What follows belongs to an exercise in optimizing a design on an open flow for small area, a short achievable clock period and few clock cycles per item; a production flow would make more cautious choices. In this exercise RTL edits were held to simulation tests only and were not proved equivalent to the original.

==> inputs of job 3641 <==
Design geofence, start of the top module:
module geofence (clk, reset, X, Y, R, valid, is_inside);
input clk;
input reset;
input [9:0] X;
input [9:0] Y;
input [10:0] R;
output reg valid;
output is_inside;
localparam KW = 10;        
localparam C_LAST = 5'd20;     
reg [4:0] c;
always @(posedge clk or posedge reset) begin
    if (reset) begin
        c     <= 5'd0;
        valid <= 1'b0;
    end else begin
        c     <= (c == C_LAST) ? 5'd0 : c + 5'd1;
        valid <= (c == C_LAST - 5'd1);
    end
end
reg [9:0] sx [0:5];
reg [9:0] sy [0:5];
reg [9:0] sr [0:5];
reg [KW-1:0] sk [1:5];
wire [9:0] sx0 = sx[0], sy0 = sy[0], sx5 = sx[5], sy5 = sy[5];
wire [9:0] sr1 = sr[1], sr2 = sr[2];
reg [9:0] ix, iy, ir;
always @(posedge clk) begin
    ix <= X; iy <= Y; ir <= R[9:0];
end
wire [10:0] kdxp_f = {1'b0, X} - {1'b0, sx0};
wire [9:0] kdxp_d = kdxp_f[9:0];
wire kdxp_ge = ~kdxp_f[10];
wire [10:0] kdxn_f = {1'b0, sx0} - {1'b0, X};
wire [9:0] kdxn_d = kdxn_f[9:0];
wire kdxn_ge = ~kdxn_f[10];
wire [10:0] kdyp_f = {1'b0, Y} - {1'b0, sy0};
wire [9:0] kdyp_d = kdyp_f[9:0];
wire kdyp_ge = ~kdyp_f[10];
wire [10:0] kdyn_f = {1'b0, sy0} - {1'b0, Y};
wire [9:0] kdyn_d = kdyn_f[9:0];
wire kdyn_ge = ~kdyn_f[10];
reg [9:0] idxp, idxn, idyp, idyn;
reg igx, igy, ixz, iyz;
always @(posedge clk) begin
    idxp <= kdxp_d; idxn <= kdxn_d; idyp <= kdyp_d; idyn <= kdyn_d;
    igx <= kdxp_ge; igy <= kdyp_ge;
    ixz <= (X == sx0); iyz <= (Y == sy0);
end
wire kq0 = igx & ~ixz & igy;                  
wire kq1 = (~igx | ixz) & igy & ~iyz;         
wire kq2 = ~igx & (~igy | iyz);               
wire kq3 = ~(kq0 | kq1 | kq2);                
wire [1:0] kq = {kq2 | kq3, kq1 | kq3};
wire [9:0] kn = ({10{kq0}} & idyp) | ({10{kq1}} & idxn) | ({10{kq2}} & idyn) | ({10{kq3}} & idxp);
wire [9:0] km = ({10{kq0}} & idxp) | ({10{kq1}} & idyp) | ({10{kq2}} & idxn) | ({10{kq3}} & idyn);
wire kd_g0 = kn[0] & km[0];
wire kd_p0 = kn[0] ^ km[0];
wire kd_g1 = kn[1] & km[1];
  ...
clock: 32.0 ns
lec_check: 0
abc_area: 1
cap_margin: 20
core_margin: 2
core_utilization: 60
slew_margin: 20
run.sh (not shown) runs the stock make flow with config.mk's settings and CLKGATE_MAP_FILE= SYNTH_SCRIPT=/design/flow/synth_recipe.tcl, a recipe that flattens the netlist after the stock synthesis.
==> inputs of job 1065, as changes to job 3641 <==
CORE_UTILIZATION = 75   (was 60)
==> inputs of job 9481, as changes to job 3641 <==
CTS_BUF_LIST = sky130_fd_sc_hd__clkbuf_8   (was not set)
CTS_CLUSTER_SIZE = 30   (was not set)
==> impl_metrics.csv <==
group,metric,value,unit
timing,layout_setup_ws,23.71,ns
finish,stdcell_count,6993,
placed_design,hpwl,92300,µm
finish,layout-drive-gt1-share,6.06,%
clock_network,cts_made_buffers,104,
grt,grt_pass1_vias,36700,
finish,multi_input_area_share,56.8,%
outcome,status,"finished clean",
# the run above: job 9481

==> impl_metrics.csv <==
group,metric,value,unit
outcome,status,"finished clean",
finish,stdcell_area,0.0535,mm²
finish,insertedDiodeCount,0,
clock_network,cts_made_buffers,68,
finish,nets,6839,
grt,grt_pass1_vias,39400,
finish,multi_input_area_share,57.3,%
timing,layout_setup_ws,23.68,ns
placed_design,hpwl,91000,µm
clock_network,h-tree-depth,3,
# the run above: job 1065

==> impl_metrics.csv <==
group,metric,value,unit
outcome,status,"finished clean",
grt,grt_pass1_vias,36600,
finish,layout-drive-gt1-share,4.98,%
grt,met3_usage,2.99,%
synthesis,synth.top_cell.area_share,19.4,%
finish,stdcell_count,6925,
timing,layout_setup_ws,23.79,ns
# the run above: job 3641

Testbench counts of job 3641, summed over its fixed seeds: cycles 8,064, objects 384.
Testbench counts of job 1065, summed over its fixed seeds: cycles 8,064, objects 384.
Testbench counts of job 9481, summed over its fixed seeds: cycles 8,064, objects 384.

==> re-timing with driven ports <==
How much do the figures lean on ideal ports? The routed layouts below were timed once more, with nothing changed but the port constraints. Step 1 assumes that a clkbuf_16 drives the clock port and a buf_2 every other input. Step 2 times the ports against the registers' clock, not the clock port: input delays grow and output delays shrink by t, the midpoint of the rising clock arrivals with the driver on. Slacks: ideal / step 1 / step 2; pairs: ideal / step 1.
run	t, ns	slack for setup (ns)	slew at the worst register clock pin (ns)	worst slew at a driven data input, ns
job 3641	0.692	23.786 / 23.768 / 23.142	0.07 / 0.07	0.07
job 1065	0.695	23.677 / 23.677 / 23.118	0.07 / 0.07	0.06
job 9481	0.824	23.709 / 23.651 / 23.148	0.07 / 0.07	0.07
After both steps setup and hold are still met in every run listed. The setup slack of job 3641, which loses most, moves by -0.018 ns with the drivers and by -0.644 ns with both steps.
